This is an optimization exercise on Yosys and OpenROAD, whose aim is small area, a short achievable clock period and few clock cycles, not a production implementation.
At most, simulation tests tie the RTL to the original design; equivalence was not proved.
Only the layout flow was run in run 4; the RTL was not checked for function there.
Power figures rest on the tool's default switching activity, not on a simulated workload.

$ cat flow/run.sh
#!/bin/bash
# synth_recipe.tcl (not shown) runs the flow's synth.tcl, then flattens the netlist and writes it again
# the make line also repeats each setting of config.mk as NAME=value (left out here)
make -C /OpenROAD-flow-scripts/flow DESIGN_CONFIG=/design/flow/config.mk WORK_HOME=/design/flow/orfs CLKGATE_MAP_FILE= SYNTH_SCRIPT=/design/flow/synth_recipe.tcl finish
$ cat flow/config.mk
export PLATFORM = sky130hd
export DESIGN_NAME = top_module
export DESIGN_NICKNAME = top_module
export VERILOG_FILES = /design/flow/design.v
export SDC_FILE = /design/flow/constraint.sdc
export NUM_CORES = 4
export LEC_CHECK = 0
export ABC_AREA = 1
export CAP_MARGIN = 20
export CORE_MARGIN = 2
export CORE_UTILIZATION = 35
export CTS_BUF_LIST = sky130_fd_sc_hd__clkbuf_16
export CTS_CLUSTER_DIAMETER = 100
export CTS_CLUSTER_SIZE = 24
export PLACE_DENSITY = 0.55
export SETUP_SLACK_MARGIN = 4.55
export SLEW_MARGIN = 20
$ cat flow/constraint.sdc
create_clock -name core_clock -period 7.0 [get_ports {clock}]
set_input_delay 1.4000 -clock core_clock [delete_from_list [all_inputs] [get_ports {clock}]]
set_output_delay 1.4000 -clock core_clock [all_outputs]
set_load 0.01 [all_outputs]
$ cat flow/design.v
module processing_element (clock, r, s1, s2, s1s2_mux, new_dist, lo, hi, c, ovf, r_pipe);
  input clock;
  input [7:0] r;          
  input [7:0] s1, s2;     
  input s1s2_mux;         
  input new_dist;         
  output reg [3:0] lo, hi;
  output reg c, ovf;
  output reg [7:0] r_pipe;
  reg [7:0] dq;
  reg b;
  wire [8:0] d = {1'b0, r_pipe} - {1'b0, s1s2_mux ? s1 : s2};
  always @(posedge clock) begin
    r_pipe <= r;
    dq <= d[7:0];
    b <= d[8];
  end
  wire [7:0] x = dq ^ {8{b}};
  wire [3:0] al = lo & {4{~new_dist}};
  wire [3:0] ah = hi & {4{~new_dist}};
  wire [4:0] cl, ch;
  wire [3:0] sl, sh;
  assign cl[0] = b;
  assign ch[0] = c & ~new_dist;
  genvar k;
  generate
    for (k = 0; k < 4; k = k + 1) begin : fa
      assign sl[k] = al[k] ^ x[k] ^ cl[k];
      assign cl[k+1] = (al[k] & x[k]) | (al[k] & cl[k]) | (x[k] & cl[k]);
      assign sh[k] = ah[k] ^ x[k+4] ^ ch[k];
      assign ch[k+1] = (ah[k] & x[k+4]) | (ah[k] & ch[k]) | (x[k+4] & ch[k]);
    end
  endgenerate
  always @(posedge clock) begin
    lo <= sl;
    hi <= sh;
    c <= cl[4];
    ovf <= (ovf & ~new_dist) | ch[4];
  end
endmodule
module controller (clock, reset, start, n, address_s1, address_s2, done, idle);
  input clock, reset, start;
  output reg [12:0] n;
  output reg [9:0] address_s1, address_s2;
  output reg done;       
  output reg idle;              
  function [9:0] rowstart(input [3:0] k);
    case (k)
      4'd0: rowstart = 10'd31;
      4'd1: rowstart = 10'd62;
      4'd2: rowstart = 10'd93;
      4'd3: rowstart = 10'd124;
      4'd4: rowstart = 10'd155;
      4'd5: rowstart = 10'd186;
      4'd6: rowstart = 10'd217;
      4'd7: rowstart = 10'd248;
      4'd8: rowstart = 10'd279;
      4'd9: rowstart = 10'd310;
      4'd10: rowstart = 10'd341;
      4'd11: rowstart = 10'd372;
      4'd12: rowstart = 10'd403;
      4'd13: rowstart = 10'd434;
      4'd14: rowstart = 10'd465;
      4'd15: rowstart = 10'd496;
    endcase
  endfunction
  function [9:0] rowstart2(input [3:0] k);
    case (k)
      4'd0: rowstart2 = 10'd16;
      4'd1: rowstart2 = 10'd47;
      4'd2: rowstart2 = 10'd78;
      4'd3: rowstart2 = 10'd109;
      4'd4: rowstart2 = 10'd140;
      4'd5: rowstart2 = 10'd171;
      4'd6: rowstart2 = 10'd202;
      4'd7: rowstart2 = 10'd233;
      4'd8: rowstart2 = 10'd264;
      4'd9: rowstart2 = 10'd295;
      4'd10: rowstart2 = 10'd326;
      4'd11: rowstart2 = 10'd357;
      4'd12: rowstart2 = 10'd388;
      4'd13: rowstart2 = 10'd419;
      4'd14: rowstart2 = 10'd450;
      4'd15: rowstart2 = 10'd481;
    endcase
  endfunction
  wire last = n[12] & n[4] & n[1];     
  wire c15 = &n[3:0];
  wire w1 = c15 & (&n[7:4]);           
  wire w2 = c15 & (n[7:4] == 4'd0);    
  wire [9:0] step1 = {address_s1[9:4] + (c15 | (&address_s1[3:0])),
                      address_s1[3:0] + {3'd0, ~c15}};
  wire [9:0] step2 = {address_s2[9:4] + (c15 | (&address_s2[3:0])),
                      address_s2[3:0] + {3'd0, ~c15}};
  always @(posedge clock) begin
    if (reset) begin
      done <= 1'b1;
      idle <= 1'b1;
    end else begin
      done <= idle ? start : last;
      idle <= done ? start : last;
    end
    if (idle) begin
      n <= 13'd0;
      address_s1 <= 10'd0;
    end else begin
      n <= n + 1'b1;
      address_s1 <= w1 ? rowstart(n[11:8]) : step1;
    end
    address_s2 <= w2 ? rowstart2(n[11:8]) : step2;
  end
endmodule
module comparator (clock, done, start, n, pick, pe_lo, pe_hi, pe_c, pe_ovf,
  best_dist, motion_x, motion_y);
  input clock, done, start;
  input [12:0] n;
  input [15:0] pick;         
  input [63:0] pe_lo, pe_hi;
  input [15:0] pe_c, pe_ovf;
  output reg [7:0] best_dist;
  output reg [3:0] motion_x, motion_y;
  reg [3:0] cl, ch;
  reg cc, co, cval;
  reg [3:0] vl, vh;
  reg vc, vo;
  integer k;
  always @(*) begin
    vl = 4'd0;
    vh = 4'd0;
    vc = 1'b0;
    vo = 1'b0;
    for (k = 0; k < 16; k = k + 1) begin
      vl = vl | (pe_lo[k*4 +: 4] & {4{pick[k]}});
      vh = vh | (pe_hi[k*4 +: 4] & {4{pick[k]}});
      vc = vc | (pe_c[k] & pick[k]);
      vo = vo | (pe_ovf[k] & pick[k]);
    end
  end
  wire ready = (|pick) & (n[12:8] != 5'd0);
  wire [4:0] h = {1'b0, ch} + {4'd0, cc};
  wire [7:0] sad = {h[3:0], cl};
  reg [7:0] bd;
  reg [3:0] mx, my;
  wire upd = ~done & cval & ~h[4] & (sad < bd);
  wire [3:0] mxn = n[3:0] + 4'd5;     
  wire [3:0] myn = n[11:8] + 4'd7;    
  always @(posedge clock) begin
    cl <= vl;
    ch <= vh;
    cc <= vc;
    cval <= ready & ~vo;
    best_dist <= done ? (start ? bd : 8'hFF) : (upd ? sad : bd);
    bd <= done ? (start ? best_dist : 8'hFF) : (upd ? sad : best_dist);
    motion_x <= upd ? mxn : mx;
    mx <= upd ? mxn : motion_x;
    motion_y <= upd ? myn : my;
    my <= upd ? myn : motion_y;
  end
endmodule
module top_module (clock, reset, start, r, s1, s2, address_r, address_s1, address_s2,
   best_dist, motion_x, motion_y, done);
input clock, reset, start;
input [7:0] r;
input [7:0] s1, s2;
output [7:0] best_dist, address_r;
output [3:0] motion_x, motion_y;
output [9:0] address_s1, address_s2;
output done;
wire [12:0] n;
wire idle;
wire [63:0] pe_lo, pe_hi;
wire [15:0] pe_c, pe_ovf;
wire [135:0] rp;
reg [7:0] s1q, s2q;
reg [15:0] therm;      
reg [15:0] pick;       
always @(posedge clock) begin
  s1q <= s1;
  s2q <= s2;
  pick <= {pick[14:0], (n[7:0] == 8'd1)};
  if (idle) therm <= 16'hFFFF;
  else if (therm[15]) therm <= 16'h0001;
  else therm <= {therm[14:0], 1'b1};
end
assign address_r = n[7:0];
assign rp[7:0] = r;
controller ctl (.clock(clock), .reset(reset), .start(start), .n(n),
  .address_s1(address_s1), .address_s2(address_s2), .done(done), .idle(idle));
comparator cmp (.clock(clock), .done(idle), .start(start), .n(n), .pick(pick),
  .pe_lo(pe_lo), .pe_hi(pe_hi), .pe_c(pe_c), .pe_ovf(pe_ovf), .best_dist(best_dist), .motion_x(motion_x),
  .motion_y(motion_y));
genvar g;
generate
  for (g = 0; g < 16; g = g + 1) begin : pe
    processing_element u (.clock(clock), .r(rp[g*8 +: 8]), .s1(s1q), .s2(s2q),
      .s1s2_mux(therm[g]), .new_dist(pick[g]),
      .lo(pe_lo[g*4 +: 4]), .hi(pe_hi[g*4 +: 4]), .c(pe_c[g]), .ovf(pe_ovf[g]), .r_pipe(rp[g*8+8 +: 8]));
  end
endgenerate
endmodule
==> results of run 1 <==
## final cells by class
| type | count | area (um2) |
|---|---|---|
| Clock buffer | 29 | 726 |
| Tap cell | 959 | 1200 |
| Timing Repair Buffer | 129 | 1320 |
| Multi-Input combinational cell | 1824 | 12700 |
| Clock inverter | 7 | 82.6 |
| Fill cell | 7279 | 43800 |
| Sequential cell | 568 | 11500 |
| Inverter | 383 | 1480 |
## per-stage QoR
step	hold WS, ns	std cells	util [%]
after floorplan	0.329	2863	-
after global placement	0.339	3807	37.5
after detailed placement	0.337	3807	37.5
after CTS	0.347	3883	39.3
after global routing	0.348	3899	39.8
final	0.351	3899	39.8
## flip-flops by register name (all words and copies together), names as in the netlist, 8 cells and up, named ones only
register	cells
pe.u.dq	128
pe.u.r_pipe	128
pe.u.hi	64
pe.u.lo	64
pe.u.b	16
pe.u.c	16
pe.u.ovf	16
pick	16
therm	15
ctl.n	13
ctl.address_s1	10
ctl.address_s2	10
cmp.bd	8
cmp.best_dist	8
s1q	8
s2q	8
## power by group through the flow
stage          Clock (mW)  Sequential, mW  Combinational [mW]
2_1_floorplan           0            4.49                2.57
3_3_place_gp            0            4.78                3.24
3_5_place_dp            0            4.78                3.38
4_1_cts              1.92            4.72                3.40
5_1_grt              2.02            4.83                3.99
6_report             1.85            4.73                3.40
## worst max-delay path by stage
stage / startpoint / to / slack [ns] / depth (start not counted)
global placement: therm[15]$_SDFF_PP1_ / pe[15].u.dq[6]$_DFF_P_ / 4.13 / 8
CTS: ctl.address_s2[3]$_DFF_P_ / address_s2[3] / 4.46 / 1
global route: ctl.address_s1[6]$_SDFF_PP0_ / address_s1[6] / 4.46 / 1
detailed placement: therm[15]$_SDFF_PP1_ / pe[15].u.dq[6]$_DFF_P_ / 4.09 / 8
floorplan: pe[0].u.b$_DFF_P_ / pe[0].u.hi[3]$_DFF_P_ / 4.63 / 8
finish: ctl.address_s1[6]$_SDFF_PP0_ / address_s1[6] / 4.51 / 1
## routing by layer
| layer | routed length (um) | up-vias |
|---|---|---|
| met4 | 1630 | 0 |
| li1 | - | 9157 |
| met5 | 0 | - |
| met3 | 2340 | 69 |
| met1 | 32700 | 8192 |
| met2 | 28200 | 343 |
## layout by cell type, fill, tap and decap left out, drive strengths merged, types with 14 or more instances in the layout
cell | netlist | layout
a21oi | 129 | 129
a221oi | 21 | 21
buf | 26 | 103
clkbuf | 64 | 29
clkdlybuf4s50 | 0 | 26
dfxtp | 568 | 568
fa | 128 | 128
ha | 151 | 151
inv | 382 | 376
nand2 | 594 | 594
nand3 | 62 | 64
nand4 | 22 | 22
nor2 | 131 | 131
nor3 | 51 | 51
o21ai | 223 | 223
o22ai | 14 | 14
xnor2 | 111 | 111
xor2 | 132 | 132
## what timing repair did
action,4_1_cts,5_1_grt
setup endpoints to repair,161,123
gates resized for setup,323,58
setup buffers,39,15
pin swaps,1,0
gates cloned,1,1
## cell usage after synthesis
cell type / number / share of area [%]
nand2_4: 1 / 0.044
nor3_1: 48 / 0.93
nor3_4: 1 / 0.063
buf_1: 10 / 0.15
nand2_1: 587 / 8.6
o211ai_1: 9 / 0.26
nand3_1: 60 / 1.2
o22ai_1: 14 / 0.34
dfxtp_1: 568 / 44
xor2_1: 132 / 4.5
xnor2_1: 111 / 3.8
fa_1: 128 / 10
nor4_1: 3 / 0.073
nor2_4: 3 / 0.13
a211oi_1: 8 / 0.23
o21ai_0: 212 / 4.1
a22o_1: 5 / 0.17
buf_2: 7 / 0.14
or2_2: 9 / 0.22
o21a_1: 1 / 0.029
nor2_1: 126 / 1.8
buf_4: 9 / 0.26
nand3_2: 1 / 0.039
a21o_1: 8 / 0.23
nand4_2: 1 / 0.049
clkinv_1: 1 / 0.015
nand3_4: 1 / 0.068
inv_2: 7 / 0.10
nand2_2: 6 / 0.15
o21ai_1: 11 / 0.21
a41oi_1: 1 / 0.034
clkbuf_1: 64 / 0.93
ha_1: 151 / 7.3
nand4_1: 21 / 0.51
a221oi_1: 21 / 0.71
nor3_2: 2 / 0.078
o21bai_1: 8 / 0.23
inv_1: 375 / 5.5
o41ai_1: 1 / 0.034
nor2_8: 1 / 0.078
nor2_2: 1 / 0.024
a21oi_1: 129 / 2.5
## kinds of logic after synthesis
logic type,after synthesis,synth area share [%]
simple gates,872,14.0
xor+xnor,243,8.27
buf+inv,473,7.07
flops,568,44.2
compound gates,428,9.13
fa+ha+maj,279,17.3
==> reports/metrics.yaml, run 1 <==
run_status:
  status: "timing/DRC/antenna clean"
synthesis:
  synth-seq-cells: 568
  ys_seq_area_share_pct: 44.2
  syn-num-nets: 3169
  synth.distinct_cells: 42
  synth_area_um2: 25700
  synth_cells: 2863
  synth_warnings: 4
  syn_area_per_cell_um2: 8.99
critical_path:
  slowest_stage: "dfxtp_4"
  crit_family: "flip-flops"
  critPathMaxFanout: 4
  reg2regPathDepth: 7
  end_kind: "output pin"
  path_class: "reg2out"
  max_stage_delay_ns: 0.37
  r2r-start: "pe[1].u.b$_DFF_P_"
  ff2ff_setup_slack_ns: 4.62
  crit_chain: "buf_6"
  crit_arrival_ns: 1.09
  startpoint_type: "flip-flop"
  r2r-end: "pe[1].u.hi[3]$_DFF_P_"
  timing.critical_path.buf_inv: 1
  required_ns: 5.60
pwr:
  cellPowerDensity_nw_per_um2: 344
  seq_power_share_pct: 47.4
  p_sw_share_pct: 36.9
  ir_drop_uv: 212
  combPwrFrac_pct: 34.1
  p_int_mw: 6.30
  p_switching_mw: 3.68
  power_frac_clock_pct: 18.5
  leakagePower_nw: 13.6
  finalPower_mw: 9.99
detailed_routing:
  routed_wirelength_um: 64900
  dr.pass1.iters: 5
  drtIter0Drc: 1194
  avgRoutedWirePerCell_um: 16.6
  vias_per_cell: 4.56
  drcViolationCount: 0
  antenna_left: 0
  dr_total_vias: 17800
timing:
  finalSetupTns_ns: 0
  setup_slack_ns: 4.51
  slew_headroom_pct: 40.3
  fmax_ghz: 0.401
  tightest_slew_ns: 0.894
  fin_crit_sh_pct: 35.6
  skew_ns: 0.0252
  fin_crit_ns: 2.49
  setup_viol: 0
  rsz0062_at_grt: "yes"
  hold_violations: 0
  slew_violations: 0
grt:
  grt_pass1_wl_um: 101000
  antenna_found_initial: 1
  grt_util_met2_pct: 27.3
  use_met1_pct: 25.5
  grt_usage_pct: 17.3
  first_global_vias: 17300
  grt_start_max_net_pins: 40
  met3_usage_pct: 1.50
  grt.busiest_layer: "met2"
  gr-total-overflow: 0
clock_network:
  root_buffer: "clkbuf_16"
  cts.reportedPaths.clkPinSlew_ns: 0.09
  htreeDepth: 1
  clock_path_buffers: 3
  clkSinkCount: 568
  holdBufCountCts: 0
  cts_tree: "built"
  cts_buffers: 29
  clock_latency_ns: 0.63
floorplan:
  die_area_um2: 75700
  chipWidth_um: 275
  die_h_um: 275
  ioPinCount: 72
  initial_utilization_pct: 35.3
  core_area_um2: 72800
  rows: 99
cells_and_area:
  drive_gt1_share_pct: 10.4
  nets: 3241
  design_area_um2: 29000
  syn_to_final_growth_pct: 12.7
  diodes: 0
placement:
  gp_congestion: 0.876
  placed_cell_area_um2: 27300
  io_buffers: 71
  dpl_worst_slack_ns: 4.09
  hpwl_um: 49200
job:
  drv_cap: 0
min_path:
  hold_start: "pe[11].u.r_pipe[6]$_DFF_P_"
  worstHoldEndpoint: "pe[12].u.r_pipe[6]$_DFF_P_"
  hold_path_depth: 0
  min_path_type: "reg2reg"
Testbench counts, summed over its fixed seeds: cycles 131,712.
==> run 2: changes to the inputs <==
--- a/flow/config.mk
+++ b/flow/config.mk
@@ -13,5 +13,6 @@
 export CTS_CLUSTER_DIAMETER = 100
 export CTS_CLUSTER_SIZE = 24
 export PLACE_DENSITY = 0.55
-export SETUP_SLACK_MARGIN = 4.55
+export SETUP_SLACK_MARGIN = 4.45
 export SLEW_MARGIN = 20
+export TNS_END_PERCENT = 10
==> reports/metrics.yaml, run 2 <==
run_status:
  status: "timing/DRC/antenna clean"
synthesis:
  yosys_most_used_dff: "dfxtp_1"
  syn-num-nets: 3169
  synth-seq-cells: 568
  synth.distinct_cells: 42
  synth_top_cell_by_area: "dfxtp_1"
  synth_top_area_share_pct: 44.2
  async_flop_share_pct: 0
  synth_cells: 2863
  synth_warnings: 4
  syn_area_per_cell_um2: 8.99
  synthTopCellsByCount: "587 x nand2_1, 568 x dfxtp_1, 375 x inv_1"
  synthTopCellsByArea: "dfxtp_1 44%, fa_1 10%, nand2_1 8.6%, ha_1 7.3%, inv_1 5.5%"
  synth-edff-count: 0
  synth_area_um2: 25700
  yosysMostFrequentCell: "nand2_1"
  ys_seq_area_share_pct: 44.2
timing:
  finalSetupTns_ns: 0
  slew_headroom_pct: 38.9
  tightest_slew_ns: 0.915
  fin_crit_sh_pct: 37.6
  setup_viol: 0
  slew_violations: 0
  skew_ns: 0.0312
  fin_crit_ns: 2.64
  fmax_ghz: 0.379
  rsz0062_at_grt: "yes"
  hold_violations: 0
grt:
  grt_start_max_net_pins: 42
  first_global_vias: 17200
  antenna_found_initial: 1
  grt_usage_pct: 17.2
  gr-total-overflow: 0
  grt_pass1_wl_um: 101000
detailed_routing:
  avgRoutedWirePerCell_um: 16.7
  routed_wirelength_um: 64300
  dr.pass1.iters: 5
  drtIter0Drc: 1161
  dr_total_vias: 17600
  antenna_left: 0
  drcViolationCount: 0
  vias_per_cell: 4.56
critical_path:
  slowest_stage: "dfxtp_1"
  max_stage_delay_ns: 0.58
  end_kind: "flip-flop"
  startpoint_type: "flip-flop"
  ff2ff_setup_slack_ns: 4.36
  reg2regPathDepth: 7
  timing.critical_path.buf_inv: 2
  r2r-end: "pe[1].u.hi[3]$_DFF_P_"
  crit_chain: "xor2_1 -> fa_1 -> inv_1 -> fa_1 -> fa_1 -> inv_1 -> fa_1"
  crit_top_cell: "fa_1"
  crit_family: "adder cells"
  required_ns: 7.49
  path_class: "reg2reg"
  crit_arrival_ns: 3.13
  critPathMaxFanout: 8
  r2r-start: "pe[1].u.b$_DFF_P_"
floorplan:
  die_area_um2: 75700
  die_h_um: 275
  rows: 99
  ioPinCount: 72
  core_area_um2: 72800
  initial_utilization_pct: 35.3
  chipWidth_um: 275
clock_network:
  cts_tree: "built"
  cts.reportedPaths.clkPinSlew_ns: 0.10
  cts_buffers: 29
  clock_latency_ns: 0.63
  htreeDepth: 1
  root_buffer: "clkbuf_16"
  clkSinkCount: 568
  holdBufCountCts: 0
  clock_path_buffers: 3
cells_and_area:
  syn_to_final_growth_pct: 10.0
  nets: 3199
  layout_commonest_cell: "nand2_1"
  diodes: 0
  mostFrequentLayoutCells: "587 x nand2_1, 526 x dfxtp_1, 367 x inv_1"
  drive_gt1_share_pct: 6.11
  finalNonFillerCells: 3857
  n_fill_cell: 7330
  largestRegisters: "pe.u.dq x128, pe.u.r_pipe x128"
placement:
  hpwl_um: 49200
  io_buffers: 71
  gp_congestion: 0.876
  place_inst: 3807
min_path:
  worstHoldEndpoint: "pe[12].u.r_pipe[7]$_DFF_P_"
  hold_path_depth: 0
  min_path_type: "reg2reg"
  hold_start: "pe[11].u.r_pipe[7]$_DFF_P_"
pwr:
  ir_drop_uv: 213
  leakagePower_nw: 13.3
  cellPowerDensity_nw_per_um2: 351
job:
  drv_cap: 0
-- run 2: per-stage QoR --
step	instance area [um2]	util, %	hold slack [ns]	worst slack [ns]	power (mW)
floorplan	25700	-	0.329	4.63	7.06
global placement	27300	37.5	0.339	4.13	8.02
detailed placement	27300	37.5	0.337	4.09	8.17
CTS	28200	38.8	0.347	4.36	10.0
global route	28300	38.9	0.348	4.30	10.8
finish	28300	38.9	0.350	4.36	9.93
-- run 2: what timing repair did --
item                       CTS  global route
gates cloned                 0             1
resized for setup          179            22
buffers inserted            12             1
pin swaps                    0             1
setup endpoints to repair  113           163
-- run 2: cells by family (layout without fill, tap and decap cells) --
logic type | Yosys count | count (layout) | synth area share (%)
compound gates | 428 | 428 | 9.13
fa+ha+maj | 279 | 279 | 17.3
simple gates | 872 | 873 | 14.0
flops | 568 | 568 | 44.2
xor+xnor | 243 | 243 | 8.27
buf+inv | 473 | 507 | 7.07
-- run 2: area by class of cell --
cell class	count	area [um2]	share of cell area, %
multi-input cells	1823	12600	44.4
flip-flops and latches	568	11400	40.4
inverters	383	1460	5.16
well taps	959	1200	4.24
repair buffers	88	838	2.96
clock buffers	29	726	2.56
clock inverters	7	82.6	0.292
-- run 2: where the power goes --
group | total (mW) | switching [mW] | internal [mW]
clock network | 1.85 | 1.09 | 0.763
registers | 4.71 | 0.581 | 4.13
logic | 3.36 | 1.99 | 1.37
total | 9.93 | 3.66 | 6.26
-- run 2: worst reg2reg max path, cell delays in order, from the launching register on --
cell	delay, ns
dfxtp_1	0.58
xor2_1	0.41
fa_1	0.25
inv_1	0.05
fa_1	0.37
fa_1	0.37
inv_1	0.08
fa_1	0.40
-- run 2: how the worst max path moves through the flow --
| stage | endpoint | start | depth (start not counted) |
|---|---|---|---|
| 4_1_cts | best_dist[2] | cmp.best_dist[2]$_DFF_P_ | 1 |
| 5_1_grt | pe[5].u.hi[3]$_DFF_P_ | pe[5].u.b$_DFF_P_ | 7 |
| 3_5_place_dp | pe[15].u.dq[6]$_DFF_P_ | therm[15]$_SDFF_PP1_ | 8 |
| 2_1_floorplan | pe[0].u.hi[3]$_DFF_P_ | pe[0].u.b$_DFF_P_ | 8 |
| 3_3_place_gp | pe[15].u.dq[6]$_DFF_P_ | therm[15]$_SDFF_PP1_ | 8 |
| 6_report | pe[1].u.hi[3]$_DFF_P_ | pe[1].u.b$_DFF_P_ | 7 |
-- run 2: routing by layer --
metal	vias up	GRT usage [%]	part of all wire [%]
met4	0	4.20	2.5
met2	366	27.0	43
li1	9087	-	-
met1	8072	25.4	51
met5	-	0	0
met3	69	1.49	3.8
==> run 3: changes to the inputs <==
--- a/flow/config.mk
+++ b/flow/config.mk
@@ -15,4 +15,3 @@
 export PLACE_DENSITY = 0.55
 export SETUP_SLACK_MARGIN = 4.45
 export SLEW_MARGIN = 20
-export TNS_END_PERCENT = 10
==> reports/metrics.yaml, run 3 <==
run_status:
  status: "timing/DRC/antenna clean"
clock_network:
  clock_path_buffers: 3
  clock_latency_ns: 0.63
  root_buffer: "clkbuf_16"
  clkSinkCount: 568
  cts_tree: "built"
  htreeDepth: 1
  cts.reportedPaths.clkPinSlew_ns: 0.10
  cts_buffers: 29
critical_path:
  slowest_stage: "dfxtp_2"
  crit_family: "flip-flops"
  path_class: "reg2out"
  max_stage_delay_ns: 0.36
  timing.critical_path.buf_inv: 1
  r2r-end: "pe[5].u.lo[3]$_DFF_P_"
  startpoint_type: "flip-flop"
  required_ns: 5.60
  ff2ff_setup_slack_ns: 4.55
  r2r-start: "pick[5]$_DFF_P_"
  crit_arrival_ns: 1.10
  critPathMaxFanout: 2
  end_kind: "output pin"
  crit_chain: "buf_2"
  reg2regPathDepth: 9
grt:
  grt_start_max_net_pins: 40
  first_global_vias: 17300
  grt_pass1_wl_um: 101000
  gr-total-overflow: 0
  antenna_found_initial: 1
  grt_usage_pct: 17.3
detailed_routing:
  drcViolationCount: 0
  avgRoutedWirePerCell_um: 16.6
  dr.pass1.iters: 5
  vias_per_cell: 4.55
  drtIter0Drc: 1223
  dr_total_vias: 17700
  routed_wirelength_um: 64400
  antenna_left: 0
cells_and_area:
  layout_commonest_cell: "nand2_1"
  drive_gt1_share_pct: 9.04
  finalNonFillerCells: 3879
  syn_to_final_growth_pct: 10.5
  final_util_pct: 39.0
  design_area_um2: 28400
  mostFrequentLayoutCells: "587 x nand2_1, 482 x dfxtp_1, 357 x inv_1"
  n_fill_cell: 7343
  largestRegisters: "pe.u.dq x128, pe.u.r_pipe x128"
  diodes: 0
  nets: 3221
timing:
  fin_crit_ns: 2.50
  rsz0062_at_grt: "yes"
  setup_viol: 0
  setup_slack_ns: 4.50
  skew_ns: 0.0258
  finalSetupTns_ns: 0
  hold_violations: 0
  slew_violations: 0
  slew_headroom_pct: 40.3
  tightest_slew_ns: 0.895
  fin_crit_sh_pct: 35.7
  fmax_ghz: 0.400
floorplan:
  rows: 99
  die_area_um2: 75700
  die_h_um: 275
  chipWidth_um: 275
  core_area_um2: 72800
  initial_utilization_pct: 35.3
  ioPinCount: 72
synthesis:
  synth_top_area_share_pct: 44.2
  synth_top_cell_by_area: "dfxtp_1"
  ys_seq_area_share_pct: 44.2
  synthTopCellsByArea: "dfxtp_1 44%, fa_1 10%, nand2_1 8.6%, ha_1 7.3%, inv_1 5.5%"
  synth_warnings: 4
  synth_top_family_by_area: "adder cells"
  synth_area_um2: 25700
  synth_mux_area_share_pct: 0
  synth.distinct_cells: 42
  synth-seq-cells: 568
  syn_area_per_cell_um2: 8.99
  synth-edff-count: 0
  syn-num-nets: 3169
  synth_compound_area_share_pct: 9.13
  synthTopCellsByCount: "587 x nand2_1, 568 x dfxtp_1, 375 x inv_1"
  yosys.area_share.simple_pct: 14.0
  synthXorXnorAreaFrac_pct: 8.27
  yosysMostFrequentCell: "nand2_1"
  async_flop_share_pct: 0
  yosys_most_used_dff: "dfxtp_1"
  synthAdderAreaFrac_pct: 17.3
  synth_cells: 2863
min_path:
  hold_path_depth: 0
  hold_start: "pe[11].u.r_pipe[7]$_DFF_P_"
  min_path_type: "reg2reg"
  worstHoldEndpoint: "pe[12].u.r_pipe[7]$_DFF_P_"
pwr:
  p_sw_share_pct: 36.9
  cellPowerDensity_nw_per_um2: 350
  ir_drop_uv: 212
  leakagePower_nw: 13.4
  p_switching_mw: 3.66
  power_frac_clock_pct: 18.6
  seq_power_share_pct: 47.5
  combPwrFrac_pct: 33.9
  p_int_mw: 6.28
placement:
  placed_cell_area_um2: 27300
  io_buffers: 71
  hpwl_um: 49200
  gp_congestion: 0.876
  place_inst: 3807
  dpl_worst_slack_ns: 4.09
job:
  drv_cap: 0
-- run 3: changes by cell type in the layout (fill, tap and decap cells not counted), sizes merged --
| cell | previous run | this run |
|---|---|---|
| clkinvlp | 7 | 10 |
| inv | 379 | 376 |
| clkbuf | 29 | 30 |
| dlygate4sd2 | 2 | 0 |
| buf | 28 | 83 |
| clkdlybuf4s15 | 32 | 0 |
-- run 3: how the worst max path moves through the flow --
stage / start / to / slack, ns / cells after the start
floorplan: pe[0].u.b$_DFF_P_ / pe[0].u.hi[3]$_DFF_P_ / 4.63 / 8
global placement: therm[15]$_SDFF_PP1_ / pe[15].u.dq[6]$_DFF_P_ / 4.13 / 8
detailed placement: therm[15]$_SDFF_PP1_ / pe[15].u.dq[6]$_DFF_P_ / 4.09 / 8
CTS: ctl.n[0]$_SDFF_PP0_ / address_r[0] / 4.38 / 1
global route: s2q[0]$_DFF_P_ / pe[15].u.dq[6]$_DFF_P_ / 4.33 / 9
finish: cmp.motion_y[0]$_DFF_P_ / motion_y[0] / 4.50 / 1
-- run 3: power groups by stage --
stage               combinational [mW]  sequential (mW)  clock, mW
CTS                               3.39             4.71       1.92
global route                      3.96             4.82       2.02
global placement                  3.24             4.78          0
floorplan                         2.57             4.49          0
detailed placement                3.38             4.78          0
finish                            3.37             4.72       1.85
-- run 3: per-stage QoR --
stage,power [mW],hold WS (ns)
finish,9.94,0.348
global route,10.8,0.348
CTS,10.0,0.347
detailed placement,8.17,0.337
global placement,8.02,0.339
floorplan,7.06,0.329
-- run 3: kinds of logic (layout without fill, tap and decap cells) --
logic type | Yosys count | after routing
simple gates | 872 | 873
flops | 568 | 568
buf+inv | 473 | 529
compound gates | 428 | 428
fa+ha+maj | 279 | 279
xor+xnor | 243 | 243
-- run 3: final cells by class --
type / count / area, um2 / area share [%]
tap: 959 / 1200 / 4.22
timing repair buffer: 110 / 847 / 2.98
multi-input combinational: 1823 / 12600 / 44.3
inverter: 383 / 1480 / 5.20
sequential: 568 / 11500 / 40.5
clock inverter: 7 / 82.6 / 0.291
clock buffer: 29 / 726 / 2.55
-- run 3: worst reg2reg max path, delay by kind of cell (launching register included) --
family,cells,cell delay [ns]
AO/OA/AOI/OAI,1,0.10
adder cells (fa/ha/maj),3,1.25
AND/OR/NAND/NOR,2,0.19
buffers and inverters,3,0.49
flip-flops,1,0.31
-- run 3: timing repair --
action | in CTS | in global routing
endpoints found under the setup margin | 113 | 92
gates resized for setup | 247 | 59
hold buffers | 0 | 0
pin swaps | 1 | 0
setup buffers | 29 | 6
gates cloned | 1 | 0
-- run 3: routing by layer --
metal,track usage (%),wire length [um],share of wire (%)
met4,4.20,1610,2.5
met5,0,0,0
met2,27.2,27800,43
met3,1.50,2610,4.0
met1,25.5,32400,50
==> run 4: changes to the inputs <==
--- a/flow/design.v
+++ b/flow/design.v
@@ -173,14 +173,15 @@
 wire [135:0] rp;
 reg [7:0] s1q, s2q;
 reg [15:0] therm;      
+integer j;
+always @(*)
+  for (j = 0; j < 16; j = j + 1)
+    therm[j] = (n[3:0] == 4'd0) || (n[3:0] > j);
 reg [15:0] pick;       
 always @(posedge clock) begin
   s1q <= s1;
   s2q <= s2;
   pick <= {pick[14:0], (n[7:0] == 8'd1)};
-  if (idle) therm <= 16'hFFFF;
-  else if (therm[15]) therm <= 16'h0001;
-  else therm <= {therm[14:0], 1'b1};
 end
 assign address_r = n[7:0];
 assign rp[7:0] = r;
--- a/flow/config.mk
+++ b/flow/config.mk
@@ -5,7 +5,6 @@
 export SDC_FILE = /design/flow/constraint.sdc
 export NUM_CORES = 4
 export LEC_CHECK = 0
-export ABC_AREA = 1
 export CAP_MARGIN = 20
 export CORE_MARGIN = 2
 export CORE_UTILIZATION = 35
==> reports/metrics.yaml, run 4 <==
run_status:
  status: "timing/DRC/antenna clean"
cells_and_area:
  syn_to_final_growth_pct: 22.4
  drive_gt1_share_pct: 24.3
  nets: 2862
  mostFrequentLayoutCells: "476 x dfxtp_1, 193 x inv_1, 146 x buf_4"
  largestRegisters: "pe.u.dq x128, pe.u.r_pipe x128"
  layout_commonest_cell: "dfxtp_1"
  design_area_um2: 30500
timing:
  slew_headroom_pct: 24.3
  fin_crit_ns: 2.94
  slew_violations: 0
  rsz0062_at_grt: "yes"
  fin_crit_sh_pct: 42.0
  tightest_slew_ns: 1.13
  setup_viol: 0
  fmax_ghz: 0.340
  hold_violations: 0
  skew_ns: 0.0473
  hold_slack_ns: 0.360
  finalSetupTns_ns: 0
clock_network:
  cts_tree: "built"
  clock_path_buffers: 3
  clkSinkCount: 553
  htreeDepth: 1
  cts_buffers: 27
  holdBufCountCts: 0
  cts.reportedPaths.clkPinSlew_ns: 0.10
  clock_latency_ns: 0.62
  root_buffer: "clkbuf_16"
critical_path:
  max_stage_delay_ns: 0.38
  timing.critical_path.buf_inv: 2
  end_kind: "flip-flop"
  startpoint_type: "flip-flop"
  reg2regPathDepth: 13
  path_class: "reg2reg"
  r2r-start: "ctl.n[1]$_SDFF_PP0_"
  slowest_stage: "dfxtp_4"
  r2r-end: "pe[1].u.b$_DFF_P_"
  startpoint: "ctl.n[1]$_SDFF_PP0_"
  required_ns: 7.48
  crit_chain: "inv_4 -> ha_4 -> nor3_4 -> buf_6 -> and2_4 -> mux2_4 -> ha_4 -> fa_2 -> nand2b_4 -> a21boi_2 -> o211a_1 -> a211oi_1 -> or3_1"
  ff2ff_setup_slack_ns: 4.06
  crit_top_cell: "ha_4"
  critPathMaxFanout: 5
  crit_arrival_ns: 3.42
  crit_family: "simple AND/OR/NAND/NOR gates"
floorplan:
  initial_utilization_pct: 35.5
  chipWidth_um: 271
  die_h_um: 271
  die_area_um2: 73300
  rows: 97
  core_area_um2: 70300
  ioPinCount: 72
placement:
  gp_congestion: 0.880
  io_buffers: 71
  placed_cell_area_um2: 26700
  hpwl_um: 53800
pwr:
  ir_drop_uv: 207
  cellPowerDensity_nw_per_um2: 352
  leakagePower_nw: 13.2
  finalPower_mw: 10.7
detailed_routing:
  drcViolationCount: 0
  vias_per_cell: 4.93
  dr_total_vias: 17300
  avgRoutedWirePerCell_um: 21.3
  drtIter0Drc: 1139
  routed_wirelength_um: 74500
  antenna_left: 0
  dr.pass1.iters: 6
synthesis:
  syn-num-nets: 2648
  synth_cells: 2340
  synthTopCellsByCount: "553 x dfxtp_1, 206 x inv_1, 164 x nor2_1"
  synthTopCellsByArea: "dfxtp_1 44%, fa_1 10%, ha_1 7.7%, xnor2_1 5.0%, mux2i_1 4.0%"
  synth-seq-cells: 553
  synth_warnings: 4
  syn_area_per_cell_um2: 10.6
  synth.distinct_cells: 55
  yosysMostFrequentCell: "dfxtp_1"
  synth_top_area_share_pct: 44.4
  ys_seq_area_share_pct: 44.4
  async_flop_share_pct: 0
  synth-edff-count: 0
  synth_area_um2: 24900
  yosys_most_used_dff: "dfxtp_1"
  synth_top_cell_by_area: "dfxtp_1"
grt:
  antenna_found_initial: 1
  first_global_vias: 17500
  grt_start_max_net_pins: 31
  gr-total-overflow: 0
  grt_usage_pct: 19.7
  grt_pass1_wl_um: 110000
min_path:
  hold_path_depth: 0
  hold_start: "pe[0].u.r_pipe[0]$_DFF_P_"
  min_path_type: "reg2reg"
  worstHoldEndpoint: "pe[1].u.r_pipe[0]$_DFF_P_"
job:
  drv_cap: 0
run 4: layout make-up:
type	count	area, um2
antenna	1	2.50
clock buffer	27	676
clock inverter	7	93.8
fill	6506	39800
inverter	207	788
multi-input combinational	1486	14200
sequential	553	11200
tap	940	1180
timing repair buffer	279	2380
run 4: cells by family after synthesis:
family	after synthesis	share of synthesized area (%)
AND/OR/NAND/NOR	534	9.99
buffers and inverters	302	4.75
AO/OA/AOI/OAI	298	9.08
adder cells (fa/ha/maj)	281	18.0
XOR/XNOR	252	8.86
multiplexers	120	4.92
flip-flops	553	44.4
run 4: report_power, final:
| part | switching (mW) | internal (mW) | total, mW | leakage [nW] |
|---|---|---|---|---|
| clock network | 1.04 | 0.774 | 1.81 | 0.381 |
| registers | 0.783 | 4.09 | 4.87 | 4.65 |
| logic | 2.14 | 1.91 | 4.05 | 8.20 |
run 4: metal layers:
layer / up-vias / wire, um / global-route usage (%)
met5: - / 0 / 0
met4: 0 / 2580 / 5.57
met3: 114 / 3980 / 2.39
met2: 456 / 35100 / 33.1
met1: 8520 / 32700 / 26.6
li1: 8176 / - / -
run 4: through the flow:
| stage | utilization [%] | std cells | setup slack, ns |
|---|---|---|---|
| after floorplan | - | 2340 | 4.12 |
| after global placement | 38.0 | 3273 | 3.55 |
| after detailed placement | 38.0 | 3273 | 3.36 |
| after CTS | 41.6 | 3444 | 4.13 |
| after global routing | 43.4 | 3499 | 4.00 |
| final | 43.4 | 3500 | 4.06 |
run 4: worst max-delay path by stage:
stage,cells past startpoint,end,slack (ns)
2_1_floorplan,14,pe[1].u.b$_DFF_P_,4.12
3_3_place_gp,10,pe[10].u.b$_DFF_P_,3.55
3_5_place_dp,10,pe[10].u.b$_DFF_P_,3.36
4_1_cts,12,pe[11].u.b$_DFF_P_,4.13
5_1_grt,13,pe[1].u.b$_DFF_P_,4.00
6_report,13,pe[1].u.b$_DFF_P_,4.06
run 4: repair_timing:
action | in CTS | in global routing
pin swaps | 101 | 147
setup buffers | 137 | 54
endpoints found under the setup margin | 190 | 136
resized for setup | 436 | 191
endpoints found under the hold margin | 0 | 0
gates cloned | 0 | 1

[port drivers added, routing unchanged]
No port has a modelled driver above. Below, the same layouts with a new extraction and two added sets of constraints. Step 1: set_driving_cell puts a clkbuf_16 on clock and a buf_2 on each other input, an assumption about the parent block. Step 2 also shifts input and output timing later by t, the mid clock arrival at the registers, as if the neighbouring blocks saw the same clock. Three values: no drivers, after step 1, after step 2; two values: the first two.
| run | t, ns | setup WS [ns] | worst slew at a driven data input, ns |
|---|---|---|---|
| run 1 | 0.668 | 4.506 / 4.449 / 4.232 | 0.04 |
| run 2 | 0.668 | 4.365 / 4.330 / 4.236 | 0.04 |
| run 3 | 0.668 | 4.499 / 4.441 / 4.235 | 0.04 |
| run 4 | 0.657 | 4.058 / 4.058 / 4.058 | 0.05 |
After both steps setup and hold are still met in every run listed. The setup slack of run 1, which loses most, moves by -0.057 ns with the drivers and by -0.274 ns with both steps.
